Context: an optimization exercise on an open-source flow, tuned for small area. The choices shown serve that exercise and are no tape-out recipe. In this exercise RTL edits were held to simulation tests only and were not proved equivalent to the original. Power is estimated from default activity; no workload was simulated.

==> 12-21 <==
==> flow/design.v <==
module debounce(input pb_1, clk, reset, output pb_out, output slow_clk_en);
  reg [17:0] cnt;
  reg q0, q1, q2;
  assign slow_clk_en = (cnt[17:12] == 6'h00) && (cnt[10:0] == 11'h321);
  wire clr = reset | slow_clk_en;
  always @(posedge clk) begin
    if (clr)
      cnt <= 18'd0;
    else
      cnt <= {~cnt[16:0], cnt[17] ^ cnt[6]};
  end
  always @(posedge clk) begin
    if (reset) begin
      q0 <= 1'b0;
      q1 <= 1'b0;
      q2 <= 1'b0;
    end else if (slow_clk_en) begin
      q0 <= pb_1;
      q1 <= q0;
      q2 <= q1;
    end
  end
  assign pb_out = q1 & ~q2 & slow_clk_en;
endmodule
module division(input [3:0] sw, input clk, btn, reset, output [7:0] led);
  reg [7:0] dividend;
  reg [7:0] divisor;
  reg [7:0] quotient;
  reg [7:0] remainder;
  reg [3:0] btn_counter;   
  reg [3:0] k;         
  reg       show_q;
  wire pb_out, strobe;
  wire [3:0] pc_next = {btn_counter[2:0],
                        btn_counter[3] ^ btn_counter[2] ^ (btn_counter[2:0] == 3'b000)};
  debounce db (.pb_1(btn), .clk(clk), .reset(reset), .pb_out(pb_out), .slow_clk_en(strobe));
  always @(posedge clk) begin
    if (reset) begin
      dividend <= 8'd0;
      divisor <= 8'd0;
    end
    if (pb_out) begin
      case (btn_counter)
        4'b0000: dividend[7:4] <= sw;
        4'b0001: dividend[3:0] <= sw;
        4'b0010: divisor[7:4] <= sw;
        4'b0100: divisor[3:0] <= sw;
        default: ;
      endcase
    end
    btn_counter <= ({4{pb_out}} & pc_next) | ({4{~pb_out & ~reset}} & btn_counter);
  end
  wire       run = !(btn_counter == 4'b0000 || btn_counter == 4'b0001 ||
                     btn_counter == 4'b0010 || btn_counter == 4'b0100);
  wire [3:0] k0  = reset ? 4'd7 : k;
  wire [7:0] q0  = reset ? 8'd0 : quotient;
  wire [7:0] r0  = reset ? 8'd0 : remainder;
  wire [7:0] r2   = {r0[6:0], dividend[k0[2:0]]};
  wire [8:0] diff = {1'b0, r2} - {1'b0, divisor};
  wire       ge   = ~diff[8];
  always @(posedge clk) begin
    if (run) begin
      if (divisor > dividend) begin
        quotient <= 8'd0;
        remainder <= dividend;
        k <= k0;
      end else if (!k0[3]) begin
        quotient <= {q0[6:0], ge};
        remainder <= ge ? diff[7:0] : r2;
        k <= k0 - 4'd1;
      end else begin
        quotient <= q0;
        remainder <= r0;
        k <= k0;
      end
      show_q <= (btn_counter == 4'b1001);
    end else begin
      quotient <= q0;
      remainder <= r0;
      k <= k0;
      if (reset)
        show_q <= 1'b0;
    end
  end
  assign led = show_q ? quotient : remainder;
endmodule
==> flow/flow/run.sh <==
#!/bin/bash
set -euo pipefail
W=$(pwd)
YOSYS=$FLOW_HOME/../tools/install/yosys/bin/yosys
[ -x "$YOSYS" ] || YOSYS=yosys
R=$W/orfs/results/$FLOW_PLATFORM/division/base

bash standard.sh synth > $W/log_synth.txt 2>&1
cp $R/1_2_yosys.v $W/synth_std.v

# cells the platform marks don't-use
DU=$(sed -n '/^export DONT_USE_CELLS/,/^$/p' $FLOW_HOME/platforms/$FLOW_PLATFORM/config.mk \
      | grep -o 'sky130_fd_sc_hd__[A-Za-z0-9_]*' | tr '\n' ' ')
export REMAP_DONT_USE="$DU"
export REMAP_IN=$W/synth_std.v
export REMAP_LIB=$FLOW_HOME/platforms/$FLOW_PLATFORM/lib/sky130_fd_sc_hd__tt_025C_1v80.lib
regs() { grep -oE '^\s*sky130_fd_sc_hd__(e?dfx|df|sdf|dl)[a-z0-9_]* +\S+' "$1" | sed -E 's/_[0-9]+ +/ /' | sort; }
# several ABC runs (one per deepsyn seed); the smallest netlist that
# keeps the standard synthesis's registers is used
remap() {  # remap NAME SCRIPT-TEXT
  printf "$2" > $W/remap_$1.abc
  REMAP_OUT=$W/remap_$1.v REMAP_SCRIPT=$W/remap_$1.abc \
    timeout 600 $YOSYS -c $W/flow/remap.tcl > $W/log_remap_$1.txt 2>&1 || true
}
i=0
for S in 0 1 2 3 4 5 6 7 8 9 10 11 12 13 14 15; do
  remap s$S "strash\n&get -n\n&deepsyn -J 100 -T 120 -S $S\n&put\ndch -f\namap\n" &
  i=$((i+1)); if [ $((i % 4)) -eq 0 ]; then wait; fi
done
wait
best=""; besta=""
for f in $W/remap_s*.v; do
  [ -f "$f.stat" ] || continue
  a=$(awk '/Chip area/ {print $NF}' "$f.stat")
  [ -n "$a" ] || continue
  [ -n "$(regs $W/synth_std.v)" ] && [ "$(regs $W/synth_std.v)" == "$(regs $f)" ] || continue
  if [ -z "$besta" ] || awk -v a=$a -v b=$besta 'BEGIN{exit !(a<b)}'; then best=$f; besta=$a; fi
done
echo "remap picked: $best $besta" > $W/log_remap_pick.txt
if [ -n "$best" ]; then
  cp $best $R/1_2_yosys.v
  touch $R/1_2_yosys.v
  rm -f $R/1_synth.odb
fi

layout() {  # layout CLOCK-BUFFER LOG
  bash standard.sh \
    "CTS_ARGS=-sink_clustering_enable -repair_clock_nets -dont_use_dummy_load -buf_list $1" \
    "BUFFER_PORTS_ARGS=-buffer_cell sky130_fd_sc_hd__buf_1" \
    finish > $2 2>&1
}
layout sky130_fd_sc_hd__clkbuf_4 $W/log_layout.txt

RESULTS=$R openroad -no_init -exit $W/flow/clkslew.tcl > $W/log_clkslew.txt 2>&1 || true
slew=$(awk '/^CLKSLEW_PS/ {print $2}' $W/log_clkslew.txt)
if [ -z "$slew" ] || awk -v s="$slew" 'BEGIN{exit !(s > 118)}'; then
  mkdir -p $W/first_layout
  cp $R/6_final.odb $W/first_layout/ 2>/dev/null || true
  rm -f $R/4_* $R/5_* $R/6_* $W/out/final.def
  layout sky130_fd_sc_hd__clkbuf_8 $W/log_layout2.txt
fi
==> flow/flow/clkslew.tcl <==
# Prints the largest slew (ps) at a flip-flop clock pin of the final layout,
# with its extracted parasitics.
set R $::env(RESULTS)
read_liberty $::env(REMAP_LIB)
read_db $R/6_final.odb
read_sdc $R/6_final.sdc
read_spef $R/6_final.spef
set worst 0.0
foreach pin [get_pins -hierarchical */CLK] {
  foreach a {min max} {
    foreach e {rise fall} {
      set s [get_property $pin slew_${a}_$e]
      if {[string is double -strict $s]} {
        set ps [expr {[sta::time_ui_sta $s] * 1e12}]
        if {$ps > $worst} { set worst $ps }
      }
    }
  }
}
puts "CLKSLEW_PS $worst"
==> flow/flow/remap.tcl <==
# Map the standard synthesis's combinational logic again for area. Every
# sequential and tie cell stays as it is (blackboxed), so the registers keep
# their instance names and cell types.
yosys -import
set lib $::env(REMAP_LIB)
set top [expr {[info exists ::env(FLOW_TOP)] ? $::env(FLOW_TOP) : "division"}]
read_liberty -ignore_miss_func $lib
read_verilog $::env(REMAP_IN)
hierarchy -top $top
blackbox sky130_fd_sc_hd__df* sky130_fd_sc_hd__edf* sky130_fd_sc_hd__sdf* sky130_fd_sc_hd__dl* sky130_fd_sc_hd__conb_1
flatten
hierarchy -top $top
opt_clean
set du {}
foreach c $::env(REMAP_DONT_USE) { lappend du -dont_use $c }
abc -liberty $lib {*}$du -script $::env(REMAP_SCRIPT)
opt_clean -purge
hilomap -singleton -hicell sky130_fd_sc_hd__conb_1 HI -locell sky130_fd_sc_hd__conb_1 LO
insbuf -buf sky130_fd_sc_hd__buf_4 A X
opt_clean -purge
tee -o $::env(REMAP_OUT).stat stat -liberty $lib
write_verilog -noattr -nohex -nodec $::env(REMAP_OUT)
==> flow/standard.sh <==
#!/bin/bash
# synth_recipe.tcl (not shown) runs the flow's synth.tcl, then flattens the netlist and writes it again
# the make line also repeats each setting of config.mk as NAME=value (left out here)
make -C /OpenROAD-flow-scripts/flow DESIGN_CONFIG=/design/flow/config.mk WORK_HOME=/design/flow/orfs CLKGATE_MAP_FILE= SYNTH_SCRIPT=/design/flow/synth_recipe.tcl "${@:-finish}"
==> flow/config.mk <==
export PLATFORM = sky130hd
export DESIGN_NAME = division
export DESIGN_NICKNAME = division
export VERILOG_FILES = /design/flow/design.v
export SDC_FILE = /design/flow/constraint.sdc
export NUM_CORES = 4
export LEC_CHECK = 0
export CAP_MARGIN = 20
export CORE_MARGIN = 2
export CORE_UTILIZATION = 40
export SLEW_MARGIN = 20
==> flow/constraint.sdc <==
create_clock -name core_clock -period 10.0 [get_ports {clk}]
set_input_delay 2.0000 -clock core_clock [delete_from_list [all_inputs] [get_ports {clk}]]
set_output_delay 2.0000 -clock core_clock [all_outputs]
set_load 0.01 [all_outputs]
==> 05-17: changes against 12-21 <==
==> flow/design.v, changed modules only <==
module division(input [3:0] sw, input clk, btn, reset, output [7:0] led);
  reg [7:0] dividend;
  reg [7:0] divisor;
  reg [7:0] quotient;
  reg [7:0] remainder;
  reg [3:0] btn_counter;
  reg [3:0] k;         
  reg       show_q;
  wire pb_out, strobe;
  debounce db (.pb_1(btn), .clk(clk), .reset(reset), .pb_out(pb_out), .slow_clk_en(strobe));
  always @(posedge clk) begin
    if (reset) begin
      btn_counter <= 4'd0;
      dividend <= 8'd0;
      divisor <= 8'd0;
    end
    if (pb_out) begin
      case (btn_counter)
        4'd0: dividend[7:4] <= sw;
        4'd1: dividend[3:0] <= sw;
        4'd2: divisor[7:4] <= sw;
        4'd3: divisor[3:0] <= sw;
        default: ;
      endcase
      btn_counter <= btn_counter + 4'd1;
    end
  end
  wire       run = btn_counter[3] | btn_counter[2];
  wire [3:0] k0  = reset ? 4'd7 : k;
  wire [7:0] q0  = reset ? 8'd0 : quotient;
  wire [7:0] r0  = reset ? 8'd0 : remainder;
  wire [7:0] r2   = {r0[6:0], dividend[k0[2:0]]};
  wire [8:0] diff = {1'b0, r2} - {1'b0, divisor};
  wire       ge   = ~diff[8];
  always @(posedge clk) begin
    if (run) begin
      if (divisor > dividend) begin
        quotient <= 8'd0;
        remainder <= dividend;
        k <= k0;
      end else if (!k0[3]) begin
        quotient <= {q0[6:0], ge};
        remainder <= ge ? diff[7:0] : r2;
        k <= k0 - 4'd1;
      end else begin
        quotient <= q0;
        remainder <= r0;
        k <= k0;
      end
      show_q <= (btn_counter == 4'd4);
    end else begin
      quotient <= q0;
      remainder <= r0;
      k <= k0;
      if (reset)
        show_q <= 1'b0;
    end
  end
  assign led = show_q ? quotient : remainder;
endmodule
==> flow/run.sh (new file) <==
#!/bin/bash
# synth_recipe.tcl (not shown) runs the flow's synth.tcl, then flattens the netlist and writes it again
# the make line also repeats each setting of config.mk as NAME=value (left out here)
make -C /OpenROAD-flow-scripts/flow DESIGN_CONFIG=/design/flow/config.mk WORK_HOME=/design/flow/orfs CLKGATE_MAP_FILE= SYNTH_SCRIPT=/design/flow/synth_recipe.tcl finish
removed: flow/flow/run.sh
removed: flow/flow/clkslew.tcl
removed: flow/flow/remap.tcl
removed: flow/standard.sh
==> 01-15: changes against 12-21 <==
==> flow/design.v, changed modules only <==
module division(input [3:0] sw, input clk, btn, reset, output [7:0] led);
  reg [7:0] dividend;
  reg [7:0] divisor;
  reg [7:0] quotient;
  reg [7:0] remainder;
  reg [3:0] btn_counter;
  reg [3:0] k;         
  reg       show_q;
  wire pb_out, strobe;
  debounce db (.pb_1(btn), .clk(clk), .reset(reset), .pb_out(pb_out), .slow_clk_en(strobe));
  always @(posedge clk) begin
    if (reset) begin
      btn_counter <= 4'd0;
      dividend <= 8'd0;
      divisor <= 8'd0;
    end
    if (pb_out) begin
      case (btn_counter)
        4'd0: dividend[7:4] <= sw;
        4'd1: dividend[3:0] <= sw;
        4'd2: divisor[7:4] <= sw;
        4'd3: divisor[3:0] <= sw;
        default: ;
      endcase
      btn_counter <= btn_counter + 4'd1;
    end
  end
  wire       run = btn_counter[3] | btn_counter[2];
  wire [3:0] k0  = reset ? 4'd7 : k;
  wire [7:0] q0  = reset ? 8'd0 : quotient;
  wire [7:0] r0  = reset ? 8'd0 : remainder;
  wire [7:0] r2   = {r0[6:0], dividend[k0[2:0]]};
  wire [8:0] diff = {1'b0, r2} - {1'b0, divisor};
  wire       ge   = ~diff[8];
  always @(posedge clk) begin
    if (run) begin
      if (divisor > dividend) begin
        quotient <= 8'd0;
        remainder <= dividend;
        k <= k0;
      end else if (!k0[3]) begin
        quotient <= {q0[6:0], ge};
        remainder <= ge ? diff[7:0] : r2;
        k <= k0 - 4'd1;
      end else begin
        quotient <= q0;
        remainder <= r0;
        k <= k0;
      end
      show_q <= (btn_counter == 4'd4);
    end else begin
      quotient <= q0;
      remainder <= r0;
      k <= k0;
      if (reset)
        show_q <= 1'b0;
    end
  end
  assign led = show_q ? quotient : remainder;
endmodule
==> flow/flow/run.sh (replaced) <==
#!/bin/bash
# Own layout flow: the standard synthesis, then its combinational logic mapped
# again by ABC for area (registers, their names and cell types kept as the
# standard synthesis made them), then the standard layout steps, with clock
# tree synthesis run without dummy loads.
set -euo pipefail
W=$(pwd)
YOSYS=$FLOW_HOME/../tools/install/yosys/bin/yosys
[ -x "$YOSYS" ] || YOSYS=yosys
R=$W/orfs/results/$FLOW_PLATFORM/division/base

bash standard.sh synth > $W/log_synth.txt 2>&1
cp $R/1_2_yosys.v $W/synth_std.v

# cells the platform marks don't-use
DU=$(sed -n '/^export DONT_USE_CELLS/,/^$/p' $FLOW_HOME/platforms/$FLOW_PLATFORM/config.mk \
      | grep -o 'sky130_fd_sc_hd__[A-Za-z0-9_]*' | tr '\n' ' ')
export REMAP_DONT_USE="$DU"
export REMAP_IN=$W/synth_std.v
export REMAP_OUT=$W/synth_remap.v
export REMAP_LIB=$FLOW_HOME/platforms/$FLOW_PLATFORM/lib/sky130_fd_sc_hd__tt_025C_1v80.lib
export REMAP_SCRIPT=$W/flow/area.abc
regs() { grep -oE '^\s*sky130_fd_sc_hd__(e?dfx|df|sdf|dl)[a-z0-9_]* +\S+' "$1" | sed -E 's/_[0-9]+ +/ /' | sort; }
if $YOSYS -c $W/flow/remap.tcl > $W/log_remap.txt 2>&1 \
   && [ -n "$(regs $W/synth_std.v)" ] \
   && [ "$(regs $W/synth_std.v)" == "$(regs $W/synth_remap.v)" ]; then
  cp $W/synth_remap.v $R/1_2_yosys.v
  touch $R/1_2_yosys.v
  rm -f $R/1_synth.odb
fi

bash standard.sh \
  "CTS_ARGS=-sink_clustering_enable -repair_clock_nets -dont_use_dummy_load" \
  finish > $W/log_layout.txt 2>&1
==> flow/flow/area.abc (new file) <==
strash
&get -n
&deepsyn -T 20
&put
dch -f
amap
--- a/flow/flow/remap.tcl
+++ b/flow/flow/remap.tcl
@@ -4,11 +4,10 @@
 yosys -import
 set lib $::env(REMAP_LIB)
-set top [expr {[info exists ::env(FLOW_TOP)] ? $::env(FLOW_TOP) : "division"}]
 read_liberty -ignore_miss_func $lib
 read_verilog $::env(REMAP_IN)
-hierarchy -top $top
+hierarchy -top division
 blackbox sky130_fd_sc_hd__df* sky130_fd_sc_hd__edf* sky130_fd_sc_hd__sdf* sky130_fd_sc_hd__dl* sky130_fd_sc_hd__conb_1
 flatten
-hierarchy -top $top
+hierarchy -top division
 opt_clean
 set du {}
removed: flow/flow/clkslew.tcl
==> 06-16: changes against 12-21 <==
CORE_UTILIZATION = 60   (was 40)
==> comparison <==
- 01-15 passed the timing, DRC and antenna checks. 06-16 produced a clean layout. 05-17 completed with no timing, DRC or antenna violations. 12-21 finished with timing, DRC and antenna clean.
- Register-to-register slack: 01-15 is lower than 06-16 (0.41 ns).
- Core utilization, lowest first: 12-21, 05-17, 01-15, 06-16.
- In 05-17 the sequential power is larger than in 06-16, by 10%.
- The lowest die area belongs to 06-16, the highest to 05-17.
- In flip-flop and latch count, 06-16 and 01-15 do not differ.

==> re-timing with driven ports <==
No port has a modelled driver above. Below, the same layouts with a new extraction and two added sets of constraints.
Step 1 assumes that a clkbuf_16 drives the clock port and a buf_2 every other input.
Step 2 times the ports against the registers' clock, not the clock port: input delays grow and output delays shrink by t, the midpoint of the rising clock arrivals with the driver on.
a / b / c = ideal / step 1 / step 2; a / b = the first two.
run | shift t [ns] | setup slack, ns | hold slack, ns
12-21 | 0.418 | 4.185 / 4.185 / 3.767 | 0.390 / 0.390 / 0.390
05-17 | 0.384 | 5.060 / 5.071 / 4.687 | 0.390 / 0.390 / 0.390
01-15 | 0.355 | 3.272 / 3.272 / 2.917 | 0.382 / 0.382 / 0.382
06-16 | 0.404 | 4.213 / 4.213 / 3.808 | 0.386 / 0.386 / 0.386
After both steps setup and hold are still met in every run listed. The setup slack of 12-21, which loses most, moves by 0.000 ns with the drivers and by -0.418 ns with both steps.
